Context: an optimization exercise on an open-source flow, tuned for small area, a short achievable clock period and few clock cycles per item. The choices shown serve that exercise and are no tape-out recipe. Function was checked by simulation only, so behaviour that the tests miss may differ from the original.

## flow/design.v (module list and top-level ports; edited modules follow where they fit)
// module M1: 420 lines
module M1 (
  input logic Clock,
  input logic Resetn,
  input logic Start,
  output logic Stop,
  output logic[17:0]   SRAM_address,
  output logic[15:0]   SRAM_write_data,
  output logic         SRAM_we_n,
  input logic[15:0]    SRAM_read_data
);
  // ...
==> flow/flow/run.sh <==
#!/bin/bash
# Standard synthesis and layout, with faster port buffers (buf_4) and the
# extra ORFS settings listed in flow/make.env (one NAME=value per line).
# Logs go to this folder.
set -uo pipefail
here=$(pwd)
args=()
while IFS= read -r line; do [ -n "$line" ] && args+=("$line"); done < flow/make.env
bash standard.sh synth > "$here/synth.log" 2>&1 || exit 1
bash standard.sh finish "BUFFER_PORTS_ARGS=-buffer_cell sky130_fd_sc_hd__buf_4" \
  "${args[@]}" > "$here/layout.log" 2>&1 || exit 1
==> flow/flow/make.env <==
CTS_CLUSTER_SIZE=25
CTS_CLUSTER_DIAMETER=100
==> flow/standard.sh <==
#!/bin/bash
# synth_recipe.tcl (not shown) runs the flow's synth.tcl, then flattens the netlist and writes it again
# the make line also repeats each setting of config.mk as NAME=value (left out here)
make -C /OpenROAD-flow-scripts/flow DESIGN_CONFIG=/design/flow/config.mk WORK_HOME=/design/flow/orfs CLKGATE_MAP_FILE= SYNTH_SCRIPT=/design/flow/synth_recipe.tcl "${@:-finish}"
==> flow/config.mk <==
export PLATFORM = sky130hd
export DESIGN_NAME = M1
export DESIGN_NICKNAME = M1
export VERILOG_FILES = /design/flow/design.v
export SDC_FILE = /design/flow/constraint.sdc
export NUM_CORES = 4
export LEC_CHECK = 0
export CAP_MARGIN = 20
export CORE_MARGIN = 2
export CORE_UTILIZATION = 40
export SLEW_MARGIN = 20
==> flow/constraint.sdc <==
create_clock -name core_clock -period 24.0 [get_ports {Clock}]
set_input_delay 4.8000 -clock core_clock [delete_from_list [all_inputs] [get_ports {Clock}]]
set_output_delay 4.8000 -clock core_clock [all_outputs]
set_load 0.01 [all_outputs]
==> flow_summary.yaml, run 1 <==
clock_network:
  clock-sinks: 319
  clk_latency_ns: 0.54
  cts_resized: 0
  cts_root_buf: "clkbuf_16"
cells_and_area:
  max_flop_register: "cw"
  seq_area_um2: 8100
  seq_cell_count: 319
  nonClkBufAreaFrac: 0.0201
  nets: 2368
  multi_input_area_share: 0.502
  multiInputGateArea_um2: 11400
  nMultiInputCombCells: 1209
  mostFrequentLayoutCell: "inv_1"
detailed_routing:
  routed.top_layer: "met4"
  avgRoutedWirePerCell_um: 17.7
  drc_errors: 0
  vias_per_cell: 5.03
setup_path:
  cp_top_family: "flip-flops"
  worst-path-buf-inv: 1
  regToRegStartpoint: "mb"
  worstSetupPathDepth: 1
  startpoint: "Stop"
  start_kind: "flop"
status:
  status: "complete, no violations"
global_route:
  grtUsageMet1: 0.242
  busiest_layer: "met2"
placement:
  io_buffers: 54
timing:
  fin_ws_ns: 18.12
  max_freq_ghz: 0.170
  slew_headroom: 0.263
synthesis:
  yosysSeqAreaShare: 0.383
  yosysMostFrequentCell: "inv_1"
  yosys-top-cells-area: "edfxtp_1, fa_1, dfxtp_1"
  synth_cells: 1950
  synth-edff-count: 170
floorplanning:
  die_area_um2: 54800
  fp.dieW_um: 234
min_path:
  min_path_cells: 0
Testbench counts, summed over its fixed seeds: cycles 768,120, images 4.
==> module M1, before the edit <==
module M1 (
  input logic Clock,
  input logic Resetn,
  input logic Start,
  output logic Stop,
  output logic[17:0]   SRAM_address,
  output logic[15:0]   SRAM_write_data,
  output logic         SRAM_we_n,
  input logic[15:0]    SRAM_read_data
);
localparam logic [17:0] U_START   = 18'd38400;
localparam logic [17:0] V_START   = 18'd57600;
localparam logic [17:0] RGB_START = 18'd146944;
logic        act;
logic [9:0]  ph;       
logic [16:0] ya;       
logic [17:0] wa;       
logic [6:0]  col;      
logic        wen;
logic [7:0]  cw [0:15];
logic [15:0] yw;              
logic i_3, m0, m78, m79;
always_comb begin
  i_3 = ph[4] | ph[5];        
  m0  = (col == 7'd0);
  m78 = (col == 7'd78);
  m79 = (col == 7'd79);
end
logic [7:0] t [0:5];
logic [7:0] s0, s1, s2, s3, s4, s5;
always_comb begin
  for (int k = 0; k < 6; k++) t[k] = cw[2*k];
  s1 = (m0 & ~i_3) ? t[2] : t[1];
  s0 = m0 ? s1 : t[0];
  s2 = t[2];
  s3 = (m79 & i_3) ? t[2] : t[3];
  s4 = m79 ? s3 : t[4];
  s5 = m79 ? s3 : (m78 & i_3) ? t[4] : t[5];
end
logic [8:0] ia, ib, ic;       
always_ff @(posedge Clock) begin
  ia <= {1'b0, s0} + {1'b0, s5};
  ib <= {1'b0, s1} + {1'b0, s4};
  ic <= {1'b0, s2} + {1'b0, s3};
end
wire [16:0] isum;
wire [8:0]  ichr = isum[16:8];
wire ti_w1 = ia[7] ^ ia[5]; wire ti_w2 = ia[7] & ia[5];
wire ti_w3 = ia[8] ^ ia[6]; wire ti_w4 = ia[8] & ia[6];
wire ti_w5 = ia[4] ^ ia[2]; wire ti_w6 = ia[4] & ia[2];
wire ti_w7 = ia[5] ^ ia[3] ^ ia[1]; wire ti_w8 = (ia[5] & ia[3]) | (ia[1] & (ia[5] ^ ia[3]));
wire ti_w9 = ~ib[3] ^ ~ib[1] ^ ~ib[0]; wire ti_w10 = (~ib[3] & ~ib[1]) | (~ib[0] & (~ib[3] ^ ~ib[1]));
wire ti_w11 = ia[6] ^ ia[4] ^ ia[2]; wire ti_w12 = (ia[6] & ia[4]) | (ia[2] & (ia[6] ^ ia[4]));
wire ti_w13 = ~ib[4] ^ ~ib[2] ^ ~ib[1]; wire ti_w14 = (~ib[4] & ~ib[2]) | (~ib[1] & (~ib[4] ^ ~ib[2]));
wire ti_w15 = ia[3] ^ ~ib[5] ^ ~ib[3]; wire ti_w16 = (ia[3] & ~ib[5]) | (~ib[3] & (ia[3] ^ ~ib[5]));
wire ti_w17 = ~ib[2] ^ ~ic[7] ^ ic[2]; wire ti_w18 = (~ib[2] & ~ic[7]) | (ic[2] & (~ib[2] ^ ~ic[7]));
wire ti_w19 = ic[0] ^ ti_w1; wire ti_w20 = ic[0] & ti_w1;
wire ti_w21 = ia[4] ^ ~ib[6] ^ ~ib[4]; wire ti_w22 = (ia[4] & ~ib[6]) | (~ib[4] & (ia[4] ^ ~ib[6]));
wire ti_w23 = ~ib[3] ^ ~ic[8] ^ ic[3]; wire ti_w24 = (~ib[3] & ~ic[8]) | (ic[3] & (~ib[3] ^ ~ic[8]));
wire ti_w25 = ic[1] ^ ti_w2 ^ ti_w3; wire ti_w26 = (ic[1] & ti_w2) | (ti_w3 & (ic[1] ^ ti_w2));
wire ti_w27 = ia[7] ^ ia[5] ^ ~ib[7]; wire ti_w28 = (ia[7] & ia[5]) | (~ib[7] & (ia[7] ^ ia[5]));
wire ti_w29 = ~ib[5] ^ ~ib[4] ^ ic[4]; wire ti_w30 = (~ib[5] & ~ib[4]) | (ic[4] & (~ib[5] ^ ~ib[4]));
wire ti_w31 = ~(ic[2] ^ ti_w4); wire ti_w32 = (ic[2]) | (ti_w4);
wire ti_w33 = ia[8] ^ ia[6] ^ ~ib[8]; wire ti_w34 = (ia[8] & ia[6]) | (~ib[8] & (ia[8] ^ ia[6]));
wire ti_w35 = ~ib[6] ^ ~ib[5] ^ ic[5]; wire ti_w36 = (~ib[6] & ~ib[5]) | (ic[5] & (~ib[6] ^ ~ib[5]));
wire ti_w37 = ~(ic[3]); wire ti_w38 = ic[3];
wire ti_w39 = ia[7] ^ ~ib[7] ^ ~ib[6]; wire ti_w40 = (ia[7] & ~ib[7]) | (~ib[6] & (ia[7] ^ ~ib[7]));
wire ti_w41 = ia[8] ^ ~ib[8]; wire ti_w42 = ia[8] & ~ib[8];
wire ti_w43 = ia[2] ^ ia[0]; wire ti_w44 = ia[2] & ia[0];
wire ti_w45 = ia[3] ^ ia[1]; wire ti_w46 = ia[3] & ia[1];
wire ti_w47 = ia[0] ^ ~ib[2] ^ ~ib[0]; wire ti_w48 = (ia[0] & ~ib[2]) | (~ib[0] & (ia[0] ^ ~ib[2]));
wire ti_w49 = ~ic[4] ^ ti_w5; wire ti_w50 = ~ic[4] & ti_w5;
wire ti_w51 = ~ic[5] ^ ic[0] ^ ti_w6; wire ti_w52 = (~ic[5] & ic[0]) | (ti_w6 & (~ic[5] ^ ic[0]));
wire ti_w53 = ~(ti_w7 ^ ti_w9); wire ti_w54 = (ti_w7) | (ti_w9);
wire ti_w55 = ~ic[6] ^ ic[1] ^ ti_w8; wire ti_w56 = (~ic[6] & ic[1]) | (ti_w8 & (~ic[6] ^ ic[1]));
wire ti_w57 = ti_w10 ^ ti_w11 ^ ti_w13; wire ti_w58 = (ti_w10 & ti_w11) | (ti_w13 & (ti_w10 ^ ti_w11));
wire ti_w59 = ti_w12 ^ ti_w14 ^ ti_w15; wire ti_w60 = (ti_w12 & ti_w14) | (ti_w15 & (ti_w12 ^ ti_w14));
wire ti_w61 = ~(ti_w17 ^ ti_w19); wire ti_w62 = (ti_w17) | (ti_w19);
wire ti_w63 = ti_w16 ^ ti_w18 ^ ti_w20; wire ti_w64 = (ti_w16 & ti_w18) | (ti_w20 & (ti_w16 ^ ti_w18));
wire ti_w65 = ti_w21 ^ ti_w23 ^ ti_w25; wire ti_w66 = (ti_w21 & ti_w23) | (ti_w25 & (ti_w21 ^ ti_w23));
wire ti_w67 = ti_w22 ^ ti_w24 ^ ti_w26; wire ti_w68 = (ti_w22 & ti_w24) | (ti_w26 & (ti_w22 ^ ti_w24));
wire ti_w69 = ti_w27 ^ ti_w29 ^ ti_w31; wire ti_w70 = (ti_w27 & ti_w29) | (ti_w31 & (ti_w27 ^ ti_w29));
wire ti_w71 = ti_w28 ^ ti_w30 ^ ti_w32; wire ti_w72 = (ti_w28 & ti_w30) | (ti_w32 & (ti_w28 ^ ti_w30));
wire ti_w73 = ti_w33 ^ ti_w35 ^ ti_w37; wire ti_w74 = (ti_w33 & ti_w35) | (ti_w37 & (ti_w33 ^ ti_w35));
wire ti_w75 = ic[6] ^ ic[4] ^ ti_w34; wire ti_w76 = (ic[6] & ic[4]) | (ti_w34 & (ic[6] ^ ic[4]));
wire ti_w77 = ti_w36 ^ ti_w38 ^ ti_w39; wire ti_w78 = (ti_w36 & ti_w38) | (ti_w39 & (ti_w36 ^ ti_w38));
wire ti_w79 = ~ib[7] ^ ic[7] ^ ic[5]; wire ti_w80 = (~ib[7] & ic[7]) | (ic[5] & (~ib[7] ^ ic[7]));
wire ti_w81 = ~(ti_w40 ^ ti_w41); wire ti_w82 = (ti_w40) | (ti_w41);
wire ti_w83 = ~ib[8] ^ ic[8] ^ ic[6]; wire ti_w84 = (~ib[8] & ic[8]) | (ic[6] & (~ib[8] ^ ic[8]));
wire ti_w85 = ~ib[0] ^ ~ic[2]; wire ti_w86 = ~ib[0] & ~ic[2];
wire ti_w87 = ~ib[1] ^ ~ic[3] ^ ti_w44; wire ti_w88 = (~ib[1] & ~ic[3]) | (ti_w44 & (~ib[1] ^ ~ic[3]));
wire ti_w89 = ti_w46 ^ ti_w47 ^ ti_w49; wire ti_w90 = (ti_w46 & ti_w47) | (ti_w49 & (ti_w46 ^ ti_w47));
wire ti_w91 = ti_w48 ^ ti_w50 ^ ti_w51; wire ti_w92 = (ti_w48 & ti_w50) | (ti_w51 & (ti_w48 ^ ti_w50));
wire ti_w93 = ti_w52 ^ ti_w54 ^ ti_w55; wire ti_w94 = (ti_w52 & ti_w54) | (ti_w55 & (ti_w52 ^ ti_w54));
wire ti_w95 = ti_w56 ^ ti_w58 ^ ti_w59; wire ti_w96 = (ti_w56 & ti_w58) | (ti_w59 & (ti_w56 ^ ti_w58));
wire ti_w97 = ti_w60 ^ ti_w62 ^ ti_w63; wire ti_w98 = (ti_w60 & ti_w62) | (ti_w63 & (ti_w60 ^ ti_w62));
wire ti_w99 = ti_w64 ^ ti_w66 ^ ti_w67; wire ti_w100 = (ti_w64 & ti_w66) | (ti_w67 & (ti_w64 ^ ti_w66));
wire ti_w101 = ti_w68 ^ ti_w70 ^ ti_w71; wire ti_w102 = (ti_w68 & ti_w70) | (ti_w71 & (ti_w68 ^ ti_w70));
wire ti_w103 = ti_w72 ^ ti_w74 ^ ti_w75; wire ti_w104 = (ti_w72 & ti_w74) | (ti_w75 & (ti_w72 ^ ti_w74));
wire ti_w105 = ti_w76 ^ ti_w78 ^ ti_w79; wire ti_w106 = (ti_w76 & ti_w78) | (ti_w79 & (ti_w76 ^ ti_w78));
wire ti_w107 = ti_w42 ^ ti_w80 ^ ti_w82; wire ti_w108 = (ti_w42 & ti_w80) | (ti_w82 & (ti_w42 ^ ti_w80));
wire ti_w109 = ia[0] ^ ~ic[0]; wire ti_w110 = ia[0] & ~ic[0];
wire ti_w111 = ia[1] ^ ~ic[1]; wire ti_w112 = ia[1] & ~ic[1];
wire ti_w113 = ~(ti_w43 ^ ti_w85); wire ti_w114 = (ti_w43) | (ti_w85);
wire ti_w115 = ti_w45 ^ ti_w86 ^ ti_w87; wire ti_w116 = (ti_w45 & ti_w86) | (ti_w87 & (ti_w45 ^ ti_w86));
wire ti_w117 = ~(ti_w88 ^ ti_w89); wire ti_w118 = (ti_w88) | (ti_w89);
wire ti_w119 = ti_w53 ^ ti_w90 ^ ti_w91; wire ti_w120 = (ti_w53 & ti_w90) | (ti_w91 & (ti_w53 ^ ti_w90));
wire ti_w121 = ti_w57 ^ ti_w92 ^ ti_w93; wire ti_w122 = (ti_w57 & ti_w92) | (ti_w93 & (ti_w57 ^ ti_w92));
wire ti_w123 = ti_w61 ^ ti_w94 ^ ti_w95; wire ti_w124 = (ti_w61 & ti_w94) | (ti_w95 & (ti_w61 ^ ti_w94));
wire ti_w125 = ti_w65 ^ ti_w96 ^ ti_w97; wire ti_w126 = (ti_w65 & ti_w96) | (ti_w97 & (ti_w65 ^ ti_w96));
wire ti_w127 = ti_w69 ^ ti_w98 ^ ti_w99; wire ti_w128 = (ti_w69 & ti_w98) | (ti_w99 & (ti_w69 ^ ti_w98));
wire ti_w129 = ti_w73 ^ ti_w100 ^ ti_w101; wire ti_w130 = (ti_w73 & ti_w100) | (ti_w101 & (ti_w73 ^ ti_w100));
wire ti_w131 = ti_w77 ^ ti_w102 ^ ti_w103; wire ti_w132 = (ti_w77 & ti_w102) | (ti_w103 & (ti_w77 ^ ti_w102));
wire ti_w133 = ti_w81 ^ ti_w104 ^ ti_w105; wire ti_w134 = (ti_w81 & ti_w104) | (ti_w105 & (ti_w81 ^ ti_w104));
wire ti_w135 = ti_w83 ^ ti_w106 ^ ti_w107; wire ti_w136 = (ti_w83 & ti_w106) | (ti_w107 & (ti_w83 ^ ti_w106));
wire ti_w137 = ic[7] ^ ti_w84 ^ ti_w108; wire ti_w138 = (ic[7] & ti_w84) | (ti_w108 & (ic[7] ^ ti_w84));
wire [16:0] ti_ra = {1'b0, ic[8], ti_w136, ti_w134, ti_w132, ti_w130, ti_w128, ti_w126, ti_w124, ti_w122, ti_w120, ti_w118, ti_w116, ti_w114, ti_w112, ti_w110, 1'b1};
wire [16:0] ti_rb = {1'b0, ti_w138, ti_w137, ti_w135, ti_w133, ti_w131, ti_w129, ti_w127, ti_w125, ti_w123, ti_w121, ti_w119, ti_w117, ti_w115, ti_w113, ti_w111, ti_w109};
assign isum = ti_ra + ti_rb;
logic [7:0] ey;
logic [8:0] eu, ev, ex;       
logic       mb;               
logic [8:0] u_even, v_even;
always_comb begin
  u_even = {cw[4][7], ~cw[4][7], cw[4][6:0]};
  v_even = {cw[5][7], ~cw[5][7], cw[5][6:0]};
end
always_ff @(posedge Clock) begin
  ey <= ({8{ph[0]}} & SRAM_read_data[15:8])
      | ({8{ph[1] | ph[4] | ph[5]}} & yw[15:8])
      | ({8{ph[2] | ph[3] | ph[6] | ph[7]}} & yw[7:0]);
  if (ph[0] | ph[4]) eu <= u_even;
  else if (ph[1] | ph[5]) eu <= ichr;
  if (ph[0] | ph[4]) ev <= v_even;
  else if (ph[2] | ph[6]) ev <= ichr;
  if (ph[0] | ph[4]) ex <= v_even;
  else if (ph[2] | ph[6]) ex <= ichr;
  else ex <= eu;
  mb <= ph[1] | ph[3] | ph[5] | ph[7];
end
wire [26:0] sX, sG;
wire tx_w1 = ~ey[6] ^ ex[8]; wire tx_w2 = ~ey[6] & ex[8];
wire tx_w3 = ~ey[7] ^ ey[0]; wire tx_w4 = ~ey[7] & ey[0];
wire tx_w5 = ey[2] ^ ey[0]; wire tx_w6 = ey[2] & ey[0];
wire tx_w7 = ey[3] ^ ey[1]; wire tx_w8 = ey[3] & ey[1];
wire tx_w9 = ey[4] ^ ey[2]; wire tx_w10 = ey[4] & ey[2];
wire tx_w11 = ey[5] ^ ey[3] ^ ey[1]; wire tx_w12 = (ey[5] & ey[3]) | (ey[1] & (ey[5] ^ ey[3]));
wire tx_w13 = ey[6] ^ ey[4] ^ ey[2]; wire tx_w14 = (ey[6] & ey[4]) | (ey[2] & (ey[6] ^ ey[4]));
wire tx_w15 = ex[8] ^ (mb ? ex[5] : ex[4]); wire tx_w16 = ex[8] & (mb ? ex[5] : ex[4]);
wire tx_w17 = ey[7] ^ ey[5] ^ ey[3]; wire tx_w18 = (ey[7] & ey[5]) | (ey[3] & (ey[7] ^ ey[5]));
wire tx_w19 = ey[0] ^ (mb ? ex[6] : ex[5]) ^ (~mb & ex[0]); wire tx_w20 = (ey[0] & (mb ? ex[6] : ex[5])) | ((~mb & ex[0]) & (ey[0] ^ (mb ? ex[6] : ex[5])));
wire tx_w21 = ey[6] ^ ey[4] ^ ey[1]; wire tx_w22 = (ey[6] & ey[4]) | (ey[1] & (ey[6] ^ ey[4]));
wire tx_w23 = (mb ? ex[7] : ex[6]) ^ (mb ? ex[0] : ex[1]); wire tx_w24 = (mb ? ex[7] : ex[6]) & (mb ? ex[0] : ex[1]);
wire tx_w25 = ey[7] ^ ey[5] ^ ey[2]; wire tx_w26 = (ey[7] & ey[5]) | (ey[2] & (ey[7] ^ ey[5]));
wire tx_w27 = ~mb ^ (mb ? ex[8] : ex[7]) ^ (mb ? ex[1] : ex[2]); wire tx_w28 = (~mb & (mb ? ex[8] : ex[7])) | ((mb ? ex[1] : ex[2]) & (~mb ^ (mb ? ex[8] : ex[7])));
wire tx_w29 = ey[6] ^ ey[3] ^ mb; wire tx_w30 = (ey[6] & ey[3]) | (mb & (ey[6] ^ ey[3]));
wire tx_w31 = (~mb & ex[8]) ^ (mb ? ex[2] : ex[3]); wire tx_w32 = (~mb & ex[8]) & (mb ? ex[2] : ex[3]);
wire tx_w33 = ey[7] ^ ey[4] ^ ~mb; wire tx_w34 = (ey[7] & ey[4]) | (~mb & (ey[7] ^ ey[4]));
wire tx_w35 = ~ey[2] ^ ex[4]; wire tx_w36 = ~ey[2] & ex[4];
wire tx_w37 = ~ey[3] ^ ex[5] ^ ex[4]; wire tx_w38 = (~ey[3] & ex[5]) | (ex[4] & (~ey[3] ^ ex[5]));
wire tx_w39 = ~ey[4] ^ ex[6] ^ ex[5]; wire tx_w40 = (~ey[4] & ex[6]) | (ex[5] & (~ey[4] ^ ex[6]));
wire tx_w41 = ex[2] ^ (mb & ex[3]); wire tx_w42 = ex[2] & (mb & ex[3]);
wire tx_w43 = ~ey[5] ^ ex[7] ^ ex[6]; wire tx_w44 = (~ey[5] & ex[7]) | (ex[6] & (~ey[5] ^ ex[7]));
wire tx_w45 = ex[3] ^ ex[0] ^ (mb & ex[4]); wire tx_w46 = (ex[3] & ex[0]) | ((mb & ex[4]) & (ex[3] ^ ex[0]));
wire tx_w47 = ex[7] ^ ex[4] ^ ex[1]; wire tx_w48 = (ex[7] & ex[4]) | (ex[1] & (ex[7] ^ ex[4]));
wire tx_w49 = ~((mb & ex[5]) ^ tx_w1); wire tx_w50 = ((mb & ex[5])) | (tx_w1);
wire tx_w51 = ex[8] ^ ex[5] ^ ex[2]; wire tx_w52 = (ex[8] & ex[5]) | (ex[2] & (ex[8] ^ ex[5]));
wire tx_w53 = (mb & ex[6]) ^ tx_w2 ^ tx_w3; wire tx_w54 = ((mb & ex[6]) & tx_w2) | (tx_w3 & ((mb & ex[6]) ^ tx_w2));
wire tx_w55 = ey[1] ^ ex[6] ^ ex[3]; wire tx_w56 = (ey[1] & ex[6]) | (ex[3] & (ey[1] ^ ex[6]));
wire tx_w57 = (mb & ex[0]) ^ (mb & ex[7]) ^ tx_w4; wire tx_w58 = ((mb & ex[0]) & (mb & ex[7])) | (tx_w4 & ((mb & ex[0]) ^ (mb & ex[7])));
wire tx_w59 = ex[7] ^ ex[4] ^ ~mb; wire tx_w60 = (ex[7] & ex[4]) | (~mb & (ex[7] ^ ex[4]));
wire tx_w61 = (mb ? ex[1] : ex[0]) ^ (mb & ex[8]) ^ tx_w5; wire tx_w62 = ((mb ? ex[1] : ex[0]) & (mb & ex[8])) | (tx_w5 & ((mb ? ex[1] : ex[0]) ^ (mb & ex[8])));
wire tx_w63 = ex[8] ^ ex[5] ^ (mb ? ex[2] : ex[1]); wire tx_w64 = (ex[8] & ex[5]) | ((mb ? ex[2] : ex[1]) & (ex[8] ^ ex[5]));
wire tx_w65 = (~mb & ex[0]) ^ tx_w6 ^ tx_w7; wire tx_w66 = ((~mb & ex[0]) & tx_w6) | (tx_w7 & ((~mb & ex[0]) ^ tx_w6));
wire tx_w67 = ey[0] ^ ex[6] ^ (mb ? ex[3] : ex[2]); wire tx_w68 = (ey[0] & ex[6]) | ((mb ? ex[3] : ex[2]) & (ey[0] ^ ex[6]));
wire tx_w69 = (~mb & ex[1]) ^ tx_w8 ^ tx_w9; wire tx_w70 = ((~mb & ex[1]) & tx_w8) | (tx_w9 & ((~mb & ex[1]) ^ tx_w8));
wire tx_w71 = ex[7] ^ (mb ? ex[4] : ex[3]) ^ (~mb & ex[2]); wire tx_w72 = (ex[7] & (mb ? ex[4] : ex[3])) | ((~mb & ex[2]) & (ex[7] ^ (mb ? ex[4] : ex[3])));
wire tx_w73 = ~(tx_w10 ^ tx_w11); wire tx_w74 = (tx_w10) | (tx_w11);
wire tx_w75 = (~mb & ex[3]) ^ (~mb & ex[0]) ^ tx_w12; wire tx_w76 = ((~mb & ex[3]) & (~mb & ex[0])) | (tx_w12 & ((~mb & ex[3]) ^ (~mb & ex[0])));
wire tx_w77 = ~(tx_w13 ^ tx_w15); wire tx_w78 = (tx_w13) | (tx_w15);
wire tx_w79 = (~mb & ex[4]) ^ (~mb & ex[1]) ^ tx_w14; wire tx_w80 = ((~mb & ex[4]) & (~mb & ex[1])) | (tx_w14 & ((~mb & ex[4]) ^ (~mb & ex[1])));
wire tx_w81 = tx_w16 ^ tx_w17 ^ tx_w19; wire tx_w82 = (tx_w16 & tx_w17) | (tx_w19 & (tx_w16 ^ tx_w17));
wire tx_w83 = (~mb & ex[5]) ^ (~mb & ex[2]) ^ tx_w18; wire tx_w84 = ((~mb & ex[5]) & (~mb & ex[2])) | (tx_w18 & ((~mb & ex[5]) ^ (~mb & ex[2])));
wire tx_w85 = tx_w20 ^ tx_w21 ^ tx_w23; wire tx_w86 = (tx_w20 & tx_w21) | (tx_w23 & (tx_w20 ^ tx_w21));
wire tx_w87 = (~mb & ex[6]) ^ (~mb & ex[3]) ^ tx_w22; wire tx_w88 = ((~mb & ex[6]) & (~mb & ex[3])) | (tx_w22 & ((~mb & ex[6]) ^ (~mb & ex[3])));
wire tx_w89 = tx_w24 ^ tx_w25 ^ tx_w27; wire tx_w90 = (tx_w24 & tx_w25) | (tx_w27 & (tx_w24 ^ tx_w25));
wire tx_w91 = (~mb & ex[7]) ^ (~mb & ex[4]) ^ tx_w26; wire tx_w92 = ((~mb & ex[7]) & (~mb & ex[4])) | (tx_w26 & ((~mb & ex[7]) ^ (~mb & ex[4])));
wire tx_w93 = tx_w28 ^ tx_w29 ^ tx_w31; wire tx_w94 = (tx_w28 & tx_w29) | (tx_w31 & (tx_w28 ^ tx_w29));
wire tx_w95 = (mb ? ex[3] : ex[4]) ^ (~mb & ex[8]) ^ (~mb & ex[5]); wire tx_w96 = ((mb ? ex[3] : ex[4]) & (~mb & ex[8])) | ((~mb & ex[5]) & ((mb ? ex[3] : ex[4]) ^ (~mb & ex[8])));
wire tx_w97 = tx_w30 ^ tx_w32 ^ tx_w33; wire tx_w98 = (tx_w30 & tx_w32) | (tx_w33 & (tx_w30 ^ tx_w32));
wire tx_w99 = ey[5] ^ mb ^ (mb ? ex[4] : ex[5]); wire tx_w100 = (ey[5] & mb) | ((mb ? ex[4] : ex[5]) & (ey[5] ^ mb));
wire tx_w101 = (~mb & ex[6]) ^ tx_w34; wire tx_w102 = (~mb & ex[6]) & tx_w34;
wire tx_w103 = ey[6] ^ (mb ? ex[5] : ex[6]) ^ (~mb & ex[7]); wire tx_w104 = (ey[6] & (mb ? ex[5] : ex[6])) | ((~mb & ex[7]) & (ey[6] ^ (mb ? ex[5] : ex[6])));
wire tx_w105 = ey[7] ^ mb; wire tx_w106 = ey[7] & mb;
wire tx_w107 = ~ey[0] ^ ex[2]; wire tx_w108 = ~ey[0] & ex[2];
wire tx_w109 = ~ey[1] ^ ex[3] ^ ex[2]; wire tx_w110 = (~ey[1] & ex[3]) | (ex[2] & (~ey[1] ^ ex[3]));
wire tx_w111 = ex[3] ^ ex[0] ^ (mb & ex[1]); wire tx_w112 = (ex[3] & ex[0]) | ((mb & ex[1]) & (ex[3] ^ ex[0]));
wire tx_w113 = ex[1] ^ (mb & ex[2]) ^ tx_w36; wire tx_w114 = (ex[1] & (mb & ex[2])) | (tx_w36 & (ex[1] ^ (mb & ex[2])));
wire tx_w115 = tx_w38 ^ tx_w39 ^ tx_w41; wire tx_w116 = (tx_w38 & tx_w39) | (tx_w41 & (tx_w38 ^ tx_w39));
wire tx_w117 = tx_w40 ^ tx_w42 ^ tx_w43; wire tx_w118 = (tx_w40 & tx_w42) | (tx_w43 & (tx_w40 ^ tx_w42));
wire tx_w119 = tx_w44 ^ tx_w46 ^ tx_w47; wire tx_w120 = (tx_w44 & tx_w46) | (tx_w47 & (tx_w44 ^ tx_w46));
wire tx_w121 = tx_w48 ^ tx_w50 ^ tx_w51; wire tx_w122 = (tx_w48 & tx_w50) | (tx_w51 & (tx_w48 ^ tx_w50));
wire tx_w123 = tx_w52 ^ tx_w54 ^ tx_w55; wire tx_w124 = (tx_w52 & tx_w54) | (tx_w55 & (tx_w52 ^ tx_w54));
wire tx_w125 = tx_w56 ^ tx_w58 ^ tx_w59; wire tx_w126 = (tx_w56 & tx_w58) | (tx_w59 & (tx_w56 ^ tx_w58));
wire tx_w127 = tx_w60 ^ tx_w62 ^ tx_w63; wire tx_w128 = (tx_w60 & tx_w62) | (tx_w63 & (tx_w60 ^ tx_w62));
wire tx_w129 = tx_w64 ^ tx_w66 ^ tx_w67; wire tx_w130 = (tx_w64 & tx_w66) | (tx_w67 & (tx_w64 ^ tx_w66));
wire tx_w131 = tx_w68 ^ tx_w70 ^ tx_w71; wire tx_w132 = (tx_w68 & tx_w70) | (tx_w71 & (tx_w68 ^ tx_w70));
wire tx_w133 = tx_w72 ^ tx_w74 ^ tx_w75; wire tx_w134 = (tx_w72 & tx_w74) | (tx_w75 & (tx_w72 ^ tx_w74));
wire tx_w135 = tx_w76 ^ tx_w78 ^ tx_w79; wire tx_w136 = (tx_w76 & tx_w78) | (tx_w79 & (tx_w76 ^ tx_w78));
wire tx_w137 = tx_w80 ^ tx_w82 ^ tx_w83; wire tx_w138 = (tx_w80 & tx_w82) | (tx_w83 & (tx_w80 ^ tx_w82));
wire tx_w139 = tx_w84 ^ tx_w86 ^ tx_w87; wire tx_w140 = (tx_w84 & tx_w86) | (tx_w87 & (tx_w84 ^ tx_w86));
wire tx_w141 = tx_w88 ^ tx_w90 ^ tx_w91; wire tx_w142 = (tx_w88 & tx_w90) | (tx_w91 & (tx_w88 ^ tx_w90));
wire tx_w143 = tx_w92 ^ tx_w94 ^ tx_w95; wire tx_w144 = (tx_w92 & tx_w94) | (tx_w95 & (tx_w92 ^ tx_w94));
wire tx_w145 = tx_w96 ^ tx_w98 ^ tx_w99; wire tx_w146 = (tx_w96 & tx_w98) | (tx_w99 & (tx_w96 ^ tx_w98));
wire tx_w147 = tx_w100 ^ tx_w102 ^ tx_w103; wire tx_w148 = (tx_w100 & tx_w102) | (tx_w103 & (tx_w100 ^ tx_w102));
wire tx_w149 = (mb ? ex[6] : ex[7]) ^ (~mb & ex[8]) ^ tx_w104; wire tx_w150 = ((mb ? ex[6] : ex[7]) & (~mb & ex[8])) | (tx_w104 & ((mb ? ex[6] : ex[7]) ^ (~mb & ex[8])));
wire tx_w151 = mb ^ (mb ? ex[7] : ex[8]); wire tx_w152 = mb & (mb ? ex[7] : ex[8]);
wire tx_w153 = ex[1] ^ tx_w107; wire tx_w154 = ex[1] & tx_w107;
wire tx_w155 = (mb & ex[0]) ^ tx_w108 ^ tx_w109; wire tx_w156 = ((mb & ex[0]) & tx_w108) | (tx_w109 & ((mb & ex[0]) ^ tx_w108));
wire tx_w157 = tx_w35 ^ tx_w110 ^ tx_w111; wire tx_w158 = (tx_w35 & tx_w110) | (tx_w111 & (tx_w35 ^ tx_w110));
wire tx_w159 = tx_w37 ^ tx_w112 ^ tx_w113; wire tx_w160 = (tx_w37 & tx_w112) | (tx_w113 & (tx_w37 ^ tx_w112));
wire tx_w161 = ~(tx_w114 ^ tx_w115); wire tx_w162 = (tx_w114) | (tx_w115);
wire tx_w163 = tx_w45 ^ tx_w116 ^ tx_w117; wire tx_w164 = (tx_w45 & tx_w116) | (tx_w117 & (tx_w45 ^ tx_w116));
wire tx_w165 = tx_w49 ^ tx_w118 ^ tx_w119; wire tx_w166 = (tx_w49 & tx_w118) | (tx_w119 & (tx_w49 ^ tx_w118));
wire tx_w167 = tx_w53 ^ tx_w120 ^ tx_w121; wire tx_w168 = (tx_w53 & tx_w120) | (tx_w121 & (tx_w53 ^ tx_w120));
wire tx_w169 = tx_w57 ^ tx_w122 ^ tx_w123; wire tx_w170 = (tx_w57 & tx_w122) | (tx_w123 & (tx_w57 ^ tx_w122));
wire tx_w171 = tx_w61 ^ tx_w124 ^ tx_w125; wire tx_w172 = (tx_w61 & tx_w124) | (tx_w125 & (tx_w61 ^ tx_w124));
wire tx_w173 = tx_w65 ^ tx_w126 ^ tx_w127; wire tx_w174 = (tx_w65 & tx_w126) | (tx_w127 & (tx_w65 ^ tx_w126));
wire tx_w175 = tx_w69 ^ tx_w128 ^ tx_w129; wire tx_w176 = (tx_w69 & tx_w128) | (tx_w129 & (tx_w69 ^ tx_w128));
wire tx_w177 = tx_w73 ^ tx_w130 ^ tx_w131; wire tx_w178 = (tx_w73 & tx_w130) | (tx_w131 & (tx_w73 ^ tx_w130));
wire tx_w179 = tx_w77 ^ tx_w132 ^ tx_w133; wire tx_w180 = (tx_w77 & tx_w132) | (tx_w133 & (tx_w77 ^ tx_w132));
wire tx_w181 = tx_w81 ^ tx_w134 ^ tx_w135; wire tx_w182 = (tx_w81 & tx_w134) | (tx_w135 & (tx_w81 ^ tx_w134));
wire tx_w183 = tx_w85 ^ tx_w136 ^ tx_w137; wire tx_w184 = (tx_w85 & tx_w136) | (tx_w137 & (tx_w85 ^ tx_w136));
wire tx_w185 = tx_w89 ^ tx_w138 ^ tx_w139; wire tx_w186 = (tx_w89 & tx_w138) | (tx_w139 & (tx_w89 ^ tx_w138));
wire tx_w187 = tx_w93 ^ tx_w140 ^ tx_w141; wire tx_w188 = (tx_w93 & tx_w140) | (tx_w141 & (tx_w93 ^ tx_w140));
wire tx_w189 = tx_w97 ^ tx_w142 ^ tx_w143; wire tx_w190 = (tx_w97 & tx_w142) | (tx_w143 & (tx_w97 ^ tx_w142));
wire tx_w191 = tx_w101 ^ tx_w144 ^ tx_w145; wire tx_w192 = (tx_w101 & tx_w144) | (tx_w145 & (tx_w101 ^ tx_w144));
wire tx_w193 = ~(tx_w146 ^ tx_w147); wire tx_w194 = (tx_w146) | (tx_w147);
wire tx_w195 = tx_w105 ^ tx_w148 ^ tx_w149; wire tx_w196 = (tx_w105 & tx_w148) | (tx_w149 & (tx_w105 ^ tx_w148));
wire tx_w197 = tx_w106 ^ tx_w150 ^ tx_w151; wire tx_w198 = (tx_w106 & tx_w150) | (tx_w151 & (tx_w106 ^ tx_w150));
wire tx_w199 = ~mb ^ (mb & ex[8]) ^ tx_w152; wire tx_w200 = (~mb & (mb & ex[8])) | (tx_w152 & (~mb ^ (mb & ex[8])));
wire [26:0] tx_ra = {1'b1, tx_w198, tx_w196, tx_w194, tx_w192, tx_w190, tx_w188, tx_w186, tx_w184, tx_w182, tx_w180, tx_w178, tx_w176, tx_w174, tx_w172, tx_w170, tx_w168, tx_w166, tx_w164, tx_w162, tx_w160, tx_w158, tx_w156, tx_w154, 1'b1, ex[1], ex[0]};
wire [26:0] tx_rb = {tx_w200, tx_w199, tx_w197, tx_w195, tx_w193, tx_w191, tx_w189, tx_w187, tx_w185, tx_w183, tx_w181, tx_w179, tx_w177, tx_w175, tx_w173, tx_w171, tx_w169, tx_w167, tx_w165, tx_w163, tx_w161, tx_w159, tx_w157, tx_w155, tx_w153, ex[0], 1'b0};
assign sX = tx_ra + tx_rb;
wire tg_w1 = ey[7] ^ ey[5]; wire tg_w2 = ey[7] & ey[5];
wire tg_w3 = ey[6] ^ ey[4] ^ ey[1]; wire tg_w4 = (ey[6] & ey[4]) | (ey[1] & (ey[6] ^ ey[4]));
wire tg_w5 = ey[7] ^ ey[5]; wire tg_w6 = ey[7] & ey[5];
wire tg_w7 = ey[3] ^ ey[1]; wire tg_w8 = ey[3] & ey[1];
wire tg_w9 = ey[4] ^ ey[2] ^ ey[0]; wire tg_w10 = (ey[4] & ey[2]) | (ey[0] & (ey[4] ^ ey[2]));
wire tg_w11 = ey[5] ^ ey[3] ^ ey[1]; wire tg_w12 = (ey[5] & ey[3]) | (ey[1] & (ey[5] ^ ey[3]));
wire tg_w13 = ~eu[4] ^ ~eu[1] ^ ~eu[0]; wire tg_w14 = (~eu[4] & ~eu[1]) | (~eu[0] & (~eu[4] ^ ~eu[1]));
wire tg_w15 = ey[6] ^ ey[4] ^ ey[2]; wire tg_w16 = (ey[6] & ey[4]) | (ey[2] & (ey[6] ^ ey[4]));
wire tg_w17 = ~eu[5] ^ ~eu[2] ^ ~eu[1]; wire tg_w18 = (~eu[5] & ~eu[2]) | (~eu[1] & (~eu[5] ^ ~eu[2]));
wire tg_w19 = ~ev[3] ^ ~ev[1]; wire tg_w20 = ~ev[3] & ~ev[1];
wire tg_w21 = ey[3] ^ ey[0] ^ ~eu[6]; wire tg_w22 = (ey[3] & ey[0]) | (~eu[6] & (ey[3] ^ ey[0]));
wire tg_w23 = ~eu[3] ^ ~eu[2] ^ ~ev[4]; wire tg_w24 = (~eu[3] & ~eu[2]) | (~ev[4] & (~eu[3] ^ ~eu[2]));
wire tg_w25 = ~ev[2] ^ ~ev[1] ^ tg_w1; wire tg_w26 = (~ev[2] & ~ev[1]) | (tg_w1 & (~ev[2] ^ ~ev[1]));
wire tg_w27 = ~eu[7] ^ ~eu[4] ^ ~eu[3]; wire tg_w28 = (~eu[7] & ~eu[4]) | (~eu[3] & (~eu[7] ^ ~eu[4]));
wire tg_w29 = ~ev[5] ^ ~ev[3] ^ ~ev[2]; wire tg_w30 = (~ev[5] & ~ev[3]) | (~ev[2] & (~ev[5] ^ ~ev[3]));
wire tg_w31 = ~(tg_w2 ^ tg_w3); wire tg_w32 = (tg_w2) | (tg_w3);
wire tg_w33 = ey[2] ^ ~eu[8] ^ ~eu[5]; wire tg_w34 = (ey[2] & ~eu[8]) | (~eu[5] & (ey[2] ^ ~eu[8]));
wire tg_w35 = ~eu[4] ^ ~ev[6] ^ ~ev[4]; wire tg_w36 = (~eu[4] & ~ev[6]) | (~ev[4] & (~eu[4] ^ ~ev[6]));
wire tg_w37 = ~ev[3] ^ tg_w4 ^ tg_w5; wire tg_w38 = (~ev[3] & tg_w4) | (tg_w5 & (~ev[3] ^ tg_w4));
wire tg_w39 = ey[6] ^ ey[3] ^ ~eu[6]; wire tg_w40 = (ey[6] & ey[3]) | (~eu[6] & (ey[6] ^ ey[3]));
wire tg_w41 = ~eu[5] ^ ~ev[7] ^ ~ev[5]; wire tg_w42 = (~eu[5] & ~ev[7]) | (~ev[5] & (~eu[5] ^ ~ev[7]));
wire tg_w43 = ~(~ev[4] ^ tg_w6); wire tg_w44 = (~ev[4]) | (tg_w6);
wire tg_w45 = ey[7] ^ ey[4] ^ ~eu[7]; wire tg_w46 = (ey[7] & ey[4]) | (~eu[7] & (ey[7] ^ ey[4]));
wire tg_w47 = ~eu[6] ^ ~ev[8] ^ ~ev[6]; wire tg_w48 = (~eu[6] & ~ev[8]) | (~ev[6] & (~eu[6] ^ ~ev[8]));
wire tg_w49 = ~(~ev[5]); wire tg_w50 = ~ev[5];
wire tg_w51 = ey[5] ^ ~eu[8] ^ ~eu[7]; wire tg_w52 = (ey[5] & ~eu[8]) | (~eu[7] & (ey[5] ^ ~eu[8]));
wire tg_w53 = ~ev[7] ^ ~ev[6]; wire tg_w54 = ~ev[7] & ~ev[6];
wire tg_w55 = ~ey[2] ^ ~eu[1]; wire tg_w56 = ~ey[2] & ~eu[1];
wire tg_w57 = ~ey[3] ^ ~eu[2] ^ ~eu[1]; wire tg_w58 = (~ey[3] & ~eu[2]) | (~eu[1] & (~ey[3] ^ ~eu[2]));
wire tg_w59 = ~ev[5] ^ ~ev[0]; wire tg_w60 = ~ev[5] & ~ev[0];
wire tg_w61 = ~ey[4] ^ ~eu[3] ^ ~eu[2]; wire tg_w62 = (~ey[4] & ~eu[3]) | (~eu[2] & (~ey[4] ^ ~eu[3]));
wire tg_w63 = ~(~ev[6] ^ ~ev[1]); wire tg_w64 = (~ev[6]) | (~ev[1]);
wire tg_w65 = ~ey[5] ^ ~eu[4] ^ ~eu[3]; wire tg_w66 = (~ey[5] & ~eu[4]) | (~eu[3] & (~ey[5] ^ ~eu[4]));
wire tg_w67 = ~ev[7] ^ ~ev[2]; wire tg_w68 = ~ev[7] & ~ev[2];
wire tg_w69 = ~ey[6] ^ ~eu[5] ^ ~eu[4]; wire tg_w70 = (~ey[6] & ~eu[5]) | (~eu[4] & (~ey[6] ^ ~eu[5]));
wire tg_w71 = ~(~ev[8] ^ ~ev[3]); wire tg_w72 = (~ev[8]) | (~ev[3]);
wire tg_w73 = ~ey[7] ^ ey[0] ^ ~eu[6]; wire tg_w74 = (~ey[7] & ey[0]) | (~eu[6] & (~ey[7] ^ ey[0]));
wire tg_w75 = ~(~eu[5] ^ ~ev[4]); wire tg_w76 = (~eu[5]) | (~ev[4]);
wire tg_w77 = ey[1] ^ ~eu[7] ^ ~eu[6]; wire tg_w78 = (ey[1] & ~eu[7]) | (~eu[6] & (ey[1] ^ ~eu[7]));
wire tg_w79 = ~(~eu[0] ^ ~ev[5]); wire tg_w80 = (~eu[0]) | (~ev[5]);
wire tg_w81 = ey[2] ^ ey[0] ^ ~eu[8]; wire tg_w82 = (ey[2] & ey[0]) | (~eu[8] & (ey[2] ^ ey[0]));
wire tg_w83 = ~eu[7] ^ ~eu[1] ^ ~ev[6]; wire tg_w84 = (~eu[7] & ~eu[1]) | (~ev[6] & (~eu[7] ^ ~eu[1]));
wire tg_w85 = ~eu[8] ^ ~eu[2] ^ ~ev[7]; wire tg_w86 = (~eu[8] & ~eu[2]) | (~ev[7] & (~eu[8] ^ ~eu[2]));
wire tg_w87 = ~(~ev[0] ^ tg_w7); wire tg_w88 = (~ev[0]) | (tg_w7);
wire tg_w89 = ~eu[3] ^ ~eu[0] ^ ~ev[8]; wire tg_w90 = (~eu[3] & ~eu[0]) | (~ev[8] & (~eu[3] ^ ~eu[0]));
wire tg_w91 = ~ev[1] ^ tg_w8 ^ tg_w9; wire tg_w92 = (~ev[1] & tg_w8) | (tg_w9 & (~ev[1] ^ tg_w8));
wire tg_w93 = ~ev[2] ^ ~ev[0] ^ tg_w10; wire tg_w94 = (~ev[2] & ~ev[0]) | (tg_w10 & (~ev[2] ^ ~ev[0]));
wire tg_w95 = ~(tg_w11 ^ tg_w13); wire tg_w96 = (tg_w11) | (tg_w13);
wire tg_w97 = ~ev[0] ^ tg_w12 ^ tg_w14; wire tg_w98 = (~ev[0] & tg_w12) | (tg_w14 & (~ev[0] ^ tg_w12));
wire tg_w99 = tg_w15 ^ tg_w17 ^ tg_w19; wire tg_w100 = (tg_w15 & tg_w17) | (tg_w19 & (tg_w15 ^ tg_w17));
wire tg_w101 = tg_w16 ^ tg_w18 ^ tg_w20; wire tg_w102 = (tg_w16 & tg_w18) | (tg_w20 & (tg_w16 ^ tg_w18));
wire tg_w103 = tg_w21 ^ tg_w23 ^ tg_w25; wire tg_w104 = (tg_w21 & tg_w23) | (tg_w25 & (tg_w21 ^ tg_w23));
wire tg_w105 = tg_w22 ^ tg_w24 ^ tg_w26; wire tg_w106 = (tg_w22 & tg_w24) | (tg_w26 & (tg_w22 ^ tg_w24));
wire tg_w107 = tg_w27 ^ tg_w29 ^ tg_w31; wire tg_w108 = (tg_w27 & tg_w29) | (tg_w31 & (tg_w27 ^ tg_w29));
wire tg_w109 = tg_w28 ^ tg_w30 ^ tg_w32; wire tg_w110 = (tg_w28 & tg_w30) | (tg_w32 & (tg_w28 ^ tg_w30));
wire tg_w111 = tg_w33 ^ tg_w35 ^ tg_w37; wire tg_w112 = (tg_w33 & tg_w35) | (tg_w37 & (tg_w33 ^ tg_w35));
wire tg_w113 = tg_w34 ^ tg_w36 ^ tg_w38; wire tg_w114 = (tg_w34 & tg_w36) | (tg_w38 & (tg_w34 ^ tg_w36));
wire tg_w115 = tg_w39 ^ tg_w41 ^ tg_w43; wire tg_w116 = (tg_w39 & tg_w41) | (tg_w43 & (tg_w39 ^ tg_w41));
wire tg_w117 = tg_w40 ^ tg_w42 ^ tg_w44; wire tg_w118 = (tg_w40 & tg_w42) | (tg_w44 & (tg_w40 ^ tg_w42));
wire tg_w119 = tg_w45 ^ tg_w47 ^ tg_w49; wire tg_w120 = (tg_w45 & tg_w47) | (tg_w49 & (tg_w45 ^ tg_w47));
wire tg_w121 = tg_w46 ^ tg_w48 ^ tg_w50; wire tg_w122 = (tg_w46 & tg_w48) | (tg_w50 & (tg_w46 ^ tg_w48));
wire tg_w123 = ~(tg_w51 ^ tg_w53); wire tg_w124 = (tg_w51) | (tg_w53);
wire tg_w125 = ey[6] ^ ~eu[8] ^ ~ev[8]; wire tg_w126 = (ey[6] & ~eu[8]) | (~ev[8] & (ey[6] ^ ~eu[8]));
wire tg_w127 = ~ev[7] ^ tg_w52 ^ tg_w54; wire tg_w128 = (~ev[7] & tg_w52) | (tg_w54 & (~ev[7] ^ tg_w52));
wire tg_w129 = ey[7] ^ ~ev[8]; wire tg_w130 = ey[7] & ~ev[8];
wire tg_w131 = ~ey[1] ^ ~eu[0]; wire tg_w132 = ~ey[1] & ~eu[0];
wire tg_w133 = ~eu[0] ^ ~ev[4] ^ tg_w55; wire tg_w134 = (~eu[0] & ~ev[4]) | (tg_w55 & (~eu[0] ^ ~ev[4]));
wire tg_w135 = tg_w56 ^ tg_w57 ^ tg_w59; wire tg_w136 = (tg_w56 & tg_w57) | (tg_w59 & (tg_w56 ^ tg_w57));
wire tg_w137 = tg_w58 ^ tg_w60 ^ tg_w61; wire tg_w138 = (tg_w58 & tg_w60) | (tg_w61 & (tg_w58 ^ tg_w60));
wire tg_w139 = tg_w62 ^ tg_w64 ^ tg_w65; wire tg_w140 = (tg_w62 & tg_w64) | (tg_w65 & (tg_w62 ^ tg_w64));
wire tg_w141 = tg_w66 ^ tg_w68 ^ tg_w69; wire tg_w142 = (tg_w66 & tg_w68) | (tg_w69 & (tg_w66 ^ tg_w68));
wire tg_w143 = tg_w70 ^ tg_w72 ^ tg_w73; wire tg_w144 = (tg_w70 & tg_w72) | (tg_w73 & (tg_w70 ^ tg_w72));
wire tg_w145 = tg_w74 ^ tg_w76 ^ tg_w77; wire tg_w146 = (tg_w74 & tg_w76) | (tg_w77 & (tg_w74 ^ tg_w76));
wire tg_w147 = tg_w78 ^ tg_w80 ^ tg_w81; wire tg_w148 = (tg_w78 & tg_w80) | (tg_w81 & (tg_w78 ^ tg_w80));
wire tg_w149 = tg_w82 ^ tg_w84 ^ tg_w85; wire tg_w150 = (tg_w82 & tg_w84) | (tg_w85 & (tg_w82 ^ tg_w84));
wire tg_w151 = tg_w86 ^ tg_w88 ^ tg_w89; wire tg_w152 = (tg_w86 & tg_w88) | (tg_w89 & (tg_w86 ^ tg_w88));
wire tg_w153 = tg_w90 ^ tg_w92 ^ tg_w93; wire tg_w154 = (tg_w90 & tg_w92) | (tg_w93 & (tg_w90 ^ tg_w92));
wire tg_w155 = tg_w94 ^ tg_w96 ^ tg_w97; wire tg_w156 = (tg_w94 & tg_w96) | (tg_w97 & (tg_w94 ^ tg_w96));
wire tg_w157 = tg_w98 ^ tg_w100 ^ tg_w101; wire tg_w158 = (tg_w98 & tg_w100) | (tg_w101 & (tg_w98 ^ tg_w100));
wire tg_w159 = tg_w102 ^ tg_w104 ^ tg_w105; wire tg_w160 = (tg_w102 & tg_w104) | (tg_w105 & (tg_w102 ^ tg_w104));
wire tg_w161 = tg_w106 ^ tg_w108 ^ tg_w109; wire tg_w162 = (tg_w106 & tg_w108) | (tg_w109 & (tg_w106 ^ tg_w108));
wire tg_w163 = tg_w110 ^ tg_w112 ^ tg_w113; wire tg_w164 = (tg_w110 & tg_w112) | (tg_w113 & (tg_w110 ^ tg_w112));
wire tg_w165 = tg_w114 ^ tg_w116 ^ tg_w117; wire tg_w166 = (tg_w114 & tg_w116) | (tg_w117 & (tg_w114 ^ tg_w116));
wire tg_w167 = tg_w118 ^ tg_w120 ^ tg_w121; wire tg_w168 = (tg_w118 & tg_w120) | (tg_w121 & (tg_w118 ^ tg_w120));
wire tg_w169 = tg_w122 ^ tg_w124 ^ tg_w125; wire tg_w170 = (tg_w122 & tg_w124) | (tg_w125 & (tg_w122 ^ tg_w124));
wire tg_w171 = tg_w126 ^ tg_w128 ^ tg_w129; wire tg_w172 = (tg_w126 & tg_w128) | (tg_w129 & (tg_w126 ^ tg_w128));
wire tg_w173 = ~ey[0] ^ ~ev[2]; wire tg_w174 = ~ey[0] & ~ev[2];
wire tg_w175 = ~(~ev[3] ^ tg_w131); wire tg_w176 = (~ev[3]) | (tg_w131);
wire tg_w177 = ~(tg_w132 ^ tg_w133); wire tg_w178 = (tg_w132) | (tg_w133);
wire tg_w179 = ~(tg_w134 ^ tg_w135); wire tg_w180 = (tg_w134) | (tg_w135);
wire tg_w181 = tg_w63 ^ tg_w136 ^ tg_w137; wire tg_w182 = (tg_w63 & tg_w136) | (tg_w137 & (tg_w63 ^ tg_w136));
wire tg_w183 = tg_w67 ^ tg_w138 ^ tg_w139; wire tg_w184 = (tg_w67 & tg_w138) | (tg_w139 & (tg_w67 ^ tg_w138));
wire tg_w185 = tg_w71 ^ tg_w140 ^ tg_w141; wire tg_w186 = (tg_w71 & tg_w140) | (tg_w141 & (tg_w71 ^ tg_w140));
wire tg_w187 = tg_w75 ^ tg_w142 ^ tg_w143; wire tg_w188 = (tg_w75 & tg_w142) | (tg_w143 & (tg_w75 ^ tg_w142));
wire tg_w189 = tg_w79 ^ tg_w144 ^ tg_w145; wire tg_w190 = (tg_w79 & tg_w144) | (tg_w145 & (tg_w79 ^ tg_w144));
wire tg_w191 = tg_w83 ^ tg_w146 ^ tg_w147; wire tg_w192 = (tg_w83 & tg_w146) | (tg_w147 & (tg_w83 ^ tg_w146));
wire tg_w193 = tg_w87 ^ tg_w148 ^ tg_w149; wire tg_w194 = (tg_w87 & tg_w148) | (tg_w149 & (tg_w87 ^ tg_w148));
wire tg_w195 = tg_w91 ^ tg_w150 ^ tg_w151; wire tg_w196 = (tg_w91 & tg_w150) | (tg_w151 & (tg_w91 ^ tg_w150));
wire tg_w197 = tg_w95 ^ tg_w152 ^ tg_w153; wire tg_w198 = (tg_w95 & tg_w152) | (tg_w153 & (tg_w95 ^ tg_w152));
wire tg_w199 = tg_w99 ^ tg_w154 ^ tg_w155; wire tg_w200 = (tg_w99 & tg_w154) | (tg_w155 & (tg_w99 ^ tg_w154));
wire tg_w201 = tg_w103 ^ tg_w156 ^ tg_w157; wire tg_w202 = (tg_w103 & tg_w156) | (tg_w157 & (tg_w103 ^ tg_w156));
wire tg_w203 = tg_w107 ^ tg_w158 ^ tg_w159; wire tg_w204 = (tg_w107 & tg_w158) | (tg_w159 & (tg_w107 ^ tg_w158));
wire tg_w205 = tg_w111 ^ tg_w160 ^ tg_w161; wire tg_w206 = (tg_w111 & tg_w160) | (tg_w161 & (tg_w111 ^ tg_w160));
wire tg_w207 = tg_w115 ^ tg_w162 ^ tg_w163; wire tg_w208 = (tg_w115 & tg_w162) | (tg_w163 & (tg_w115 ^ tg_w162));
wire tg_w209 = tg_w119 ^ tg_w164 ^ tg_w165; wire tg_w210 = (tg_w119 & tg_w164) | (tg_w165 & (tg_w119 ^ tg_w164));
wire tg_w211 = tg_w123 ^ tg_w166 ^ tg_w167; wire tg_w212 = (tg_w123 & tg_w166) | (tg_w167 & (tg_w123 ^ tg_w166));
wire tg_w213 = tg_w127 ^ tg_w168 ^ tg_w169; wire tg_w214 = (tg_w127 & tg_w168) | (tg_w169 & (tg_w127 ^ tg_w168));
wire tg_w215 = ~(tg_w170 ^ tg_w171); wire tg_w216 = (tg_w170) | (tg_w171);
wire tg_w217 = tg_w130 ^ tg_w172; wire tg_w218 = tg_w130 & tg_w172;
wire [26:0] tg_ra = {1'b1, 1'b1, tg_w216, tg_w214, tg_w212, tg_w210, tg_w208, tg_w206, tg_w204, tg_w202, tg_w200, tg_w198, tg_w196, tg_w194, tg_w192, tg_w190, tg_w188, tg_w186, tg_w184, tg_w182, tg_w180, tg_w178, tg_w176, tg_w174, 1'b1, ~ev[1], ~ev[0]};
wire [26:0] tg_rb = {1'b0, tg_w218, tg_w217, tg_w215, tg_w213, tg_w211, tg_w209, tg_w207, tg_w205, tg_w203, tg_w201, tg_w199, tg_w197, tg_w195, tg_w193, tg_w191, tg_w189, tg_w187, tg_w185, tg_w183, tg_w181, tg_w179, tg_w177, tg_w175, tg_w173, 1'b0, 1'b1};
assign sG = tg_ra + tg_rb;
logic [10:0] qx, qg;          
logic [7:0] cx, cg;
function automatic logic [7:0] clip(input logic [10:0] x);
  if (x[10]) clip = 8'd0;
  else if (x[9:8] != 2'b00) clip = 8'd255;
  else clip = x[7:0];
endfunction
always_comb begin
  cx = clip(qx);
  cg = clip(qg);
end
logic wr_next;     
always_comb wr_next = wen & (ph[2] | ph[4] | ph[5] | ph[6] | ph[8] | ph[9]);
logic we;          
assign SRAM_we_n = ~we;
always_ff @(posedge Clock or negedge Resetn) begin
  if (~Resetn) begin
    act <= 1'b0;
    Stop <= 1'b0;
    we <= 1'b0;
  end else begin
    we <= 1'b0;
    if (!act) begin
      if (Start && !Stop) act <= 1'b1;
    end else if (wr_next) begin
      we <= 1'b1;
      if (wa == 18'h3FFFF) begin
        Stop <= 1'b1;
        act <= 1'b0;
      end
    end
  end
end
always_ff @(posedge Clock) begin
  if (!act) begin
    ph <= 10'b00_0000_0100;
    ya <= -17'sd4;
    wa <= RGB_START;
    col <= 7'd77;
    wen <= 1'b0;
    SRAM_address <= U_START;
  end else begin
    ph <= {ph[8:0], ph[9]};
    if (ph[1]) SRAM_address <= U_START + 18'd2 + {{2{ya[16]}}, ya[16:1]};
    if (ph[3]) SRAM_address <= V_START + 18'd2 + {{2{ya[16]}}, ya[16:1]};
    if (ph[0] | ph[7]) begin SRAM_address <= {2'd0, ya[15:0]}; ya <= ya + 17'd1; end
    if (wr_next) begin SRAM_address <= wa; wa <= wa + 18'd1; end
    if (ph[1] && ya == 17'd2) wen <= 1'b1;
    if (ph[6]) col <= (col == 7'd79) ? 7'd0 : col + 7'd1;
  end
end
always_ff @(posedge Clock) begin
  if (ph[0] | ph[3]) yw <= SRAM_read_data;
  if (ph[0] | ph[1] | ph[4] | ph[6]) begin
    for (int k = 0; k < 15; k++) cw[k] <= cw[k+1];
    cw[13] <= (ph[4] | ph[6]) ? SRAM_read_data[15:8] : cw[14];
    cw[15] <= SRAM_read_data[7:0];
  end
  qx <= sX[26:16];
  qg <= sG[26:16];
  if (!(ph[4] | ph[8])) SRAM_write_data[15:8] <= (ph[5] | ph[9]) ? cg : cx;
  SRAM_write_data[7:0] <= (ph[2] | ph[6]) ? cg : cx;
end
endmodule
==> run 2: changes to the inputs <==
--- a/flow/design.v
+++ b/flow/design.v
@@ -40,10 +40,19 @@
   s5 = m79 ? s3 : (m78 & i_3) ? t[4] : t[5];
 end
 logic [8:0] ia, ib, ic;       
+function automatic logic [8:0] add8(input logic [7:0] x, input logic [7:0] y);
+  logic c;
+  c = 1'b0;
+  for (int i = 0; i < 8; i++) begin
+    add8[i] = x[i] ^ y[i] ^ c;
+    c = (x[i] & y[i]) | (x[i] & c) | (y[i] & c);
+  end
+  add8[8] = c;
+endfunction
 always_ff @(posedge Clock) begin
-  ia <= {1'b0, s0} + {1'b0, s5};
-  ib <= {1'b0, s1} + {1'b0, s4};
-  ic <= {1'b0, s2} + {1'b0, s3};
+  ia <= add8(s0, s5);
+  ib <= add8(s1, s4);
+  ic <= add8(s2, s3);
 end
 wire [16:0] isum;
 wire [8:0]  ichr = isum[16:8];
==> flow/flow/make.env (replaced) <==
CTS_CLUSTER_SIZE=32
CTS_CLUSTER_DIAMETER=120
==> run 2 against run 1 <==
Sequential share of layout area increased by 1.2 points. Global-route usage fell by 1.1 points. Flip-flop and latch count stayed put. Core utilization is 0.26 points lower. Critical path type unchanged. Still clean. Largest cell class unchanged. Non-clock buffer count down 1. Design area is 3.2% lower. Synthesized cell count down 6.2%. Setup slack worse by 0.0033 ns. Area after synthesis decreased by 2.9%. Via count is 6.1% lower.
==> flow_summary.yaml, run 2 <==
floorplanning:
  fp.dieW_um: 231
  io_pins: 55
  fp.coreArea_um2: 51100
  die_h_um: 231
  initial_core_util: 0.402
  rows: 83
  die_area_um2: 53200
synthesis:
  synth_compound_area_frac: 0.0913
  yosys-top-cells-area: "edfxtp_1, fa_1, dfxtp_1"
  synthTopCellsByCount: "inv_1, fa_1, edfxtp_1, dfxtp_1, nand2_1"
  synth_ff_type: "edfxtp_1"
  synth_mux_area_frac: 0.0185
  yosys.area.top_type: "edfxtp_1"
  yosys_register_bits: 319
  synth_nets: 2217
  yosysWarnings: 3
  yosysUniqueCellTypes: 81
  yosysMostFrequentCell: "inv_1"
  syn-mean-instance-area_um2: 11.2
  synth.top_cell.area_share: 0.248
  synth-edff-count: 170
  synth_top_family_by_area: "adder cells"
  synth-xor-area-share: 0.0230
  syn_area_um2: 20600
  synth_cells: 1829
  synthAdderAreaFrac: 0.309
  synthArstFlopShare: 0.00940
  synthSimpleGateAreaFrac: 0.0890
  yosysSeqAreaShare: 0.394
clock_network:
  cts_root_buf: "clkbuf_16"
  cts_hold_buf: 0
  cts_tree: "built"
  cts_resized: 0
  postCtsSetupBuffers: 0
  numCtsBuffers: 14
  clkTransAtPathRegs_ns: 0.12
  htreeDepth: 1
  clk_latency_ns: 0.53
  cts_buffer_depth: 3
  clock-sinks: 319
cells_and_area:
  mostFrequentLayoutCell: "inv_1"
  seq_area_um2: 8110
  multiInputGateArea_um2: 10900
  antenna_cells: 0
  nets: 2248
  top_regs: "cw: 128 flops, SRAM_address: 18 flops, wa: 18 flops"
  drive_above_1_share: 0.0749
  fillers: 4903
  largest_register_ffs: 128
  max_flop_register: "cw"
  areaGrowthSynthToFinish_pct: 7.55
  final_cell_mix: "inv_1, fa_1, edfxtp_1, dfxtp_1, nand2_1"
timing:
  fin_skew_ns: 0.0312
  worst_pin_slew_ns: 0.914
  hold_violations: 0
  finalCriticalPeriod_ns: 5.89
  setup_viol: 0
  rsz0062_at_grt: "no"
  finalMaxSlewViolations: 0
  max_freq_ghz: 0.170
  setup-tns-final_ns: 0
  post-route-period-util: 0.245
  slew_headroom: 0.388
status:
  status: "complete, no violations"
global_route:
  grt_first_pass_wirelength_mm: 70.6
  gr-total-overflow: 0
  grt_pass1_vias: 13400
  antenna_found_initial: 0
  track_usage: 0.167
  grt_max_degree: 93
min_path:
  min_path_type: "reg -> reg"
setup_path:
  worst_path_max_delay_cell: "dfrtp_1"
  worst-path-buf-inv: 1
  crit_type: "reg -> out"
  max_stage_delay_ns: 0.41
  end_kind: "output port"
  arrival_ns: 1.09
  reg2reg_slack_ns: 18.59
  cp_top_family: "flip-flops"
  cp_max_fo: 3
  worstPathRequired_ns: 19.20
  start_kind: "flop"
  cp_cell_sequence: "buf_4"
detailed_routing:
  avgRoutedWirePerCell_um: 16.8
  dr.pass1.iters: 5
  ant_nets: 0
  postRouteWirelength_mm: 42.9
  num_vias: 12600
  drc_errors: 0
  vias_per_cell: 4.96
  dr.first_iter.drc_count: 765
flow_run:
  max-cap-violations: 0
placement:
  place.gp.congestion: 0.870
  hpwl_mm: 34.1
  io_buffers: 54
## run 2: changes by cell type after synthesis, sizes merged, moves of 12 or more
cell / before / now
a21o: 36 / 11
a21oi: 98 / 73
fa: 213 / 231
ha: 159 / 138
nand2: 128 / 142
nand3: 38 / 26
nor2: 102 / 82
xnor2: 42 / 30
xor2: 37 / 24
## run 2: cell families after synthesis
family                     after synthesis
AOI/OAI and AO/OA                      273
buffers and inverters                  404
xor gates and xnor gates                54
and+or+nand+nor                        377
muxes                                   33
DFF                                    319
adders and majority gates              369
## run 2: metal layers
metal | vias to the layer above | GRT usage | part of all wire
met5 | - | 0 | 0
met4 | 0 | 0.0302 | 0.015
met3 | 42 | 0.0175 | 0.033
met2 | 175 | 0.291 | 0.49
met1 | 6377 | 0.227 | 0.46
li1 | 6055 | - | -
## run 2: metrics by stage
| stage | setup slack [ns] | util | area (um^2) | std cells | hold slack (ns) |
|---|---|---|---|---|---|
| final | 18.11 | 0.433 | 22100 | 2548 | 0.411 |
| after global routing | 18.07 | 0.433 | 22100 | 2548 | 0.439 |
| after CTS | 18.09 | 0.433 | 22100 | 2548 | 0.422 |
| after detailed placement | 18.53 | 0.424 | 21700 | 2524 | 0.405 |
| after global placement | 18.57 | 0.424 | 21700 | 2524 | 0.401 |
| after floorplan | 18.71 | - | 20600 | 1829 | 0.400 |
## run 2: layout make-up
cell class / instances / area share
inverters: 359 / 0.0610
clock inverters: 4 / 0.00238
repair buffers: 60 / 0.0205
multi-input cells: 1106 / 0.494
well taps: 680 / 0.0385
clock buffers: 20 / 0.0169
flip-flops and latches: 319 / 0.367
## run 2: path summary, 6_finish.rpt
kind,startpoint,to,depth (start not counted)
worst max-delay path,Stop,Stop,1
worst min-delay path,cw[11][7],cw[10][7],0
worst max register to register,mb,qx[10],16
worst min register to register,cw[11][7],cw[10][7],0
max in group asynchronous,Resetn,act,1
min in group asynchronous,Resetn,act,1
Testbench counts of run 2, summed over its fixed seeds: cycles 768,120, images 4.

[port drivers added, routing unchanged]
No port has a modelled driver above. Below, the same layouts with a new extraction and two added sets of constraints.
Step 1, drivers: a clkbuf_16 drives Clock and a buf_2 each remaining input, both assumed.
Step 2 adds t to the input delays and takes it off the output delays; t is the mean of the earliest and latest rising clock arrival at the registers after step 1. Input paths then give back, and output paths get back, about the clock's delay inside the block.
a / b / c = ideal / step 1 / step 2; a / b = the first two.
| run | shift t [ns] | setup WS [ns] | latest minus earliest clock arrival (ns) |
|---|---|---|---|
| run 1 | 0.581 | 18.117 / 18.064 / 18.492 | 0.033 / 0.033 |
| run 2 | 0.569 | 18.114 / 18.062 / 18.544 | 0.033 / 0.033 |
After both steps every run listed still meets setup and hold.
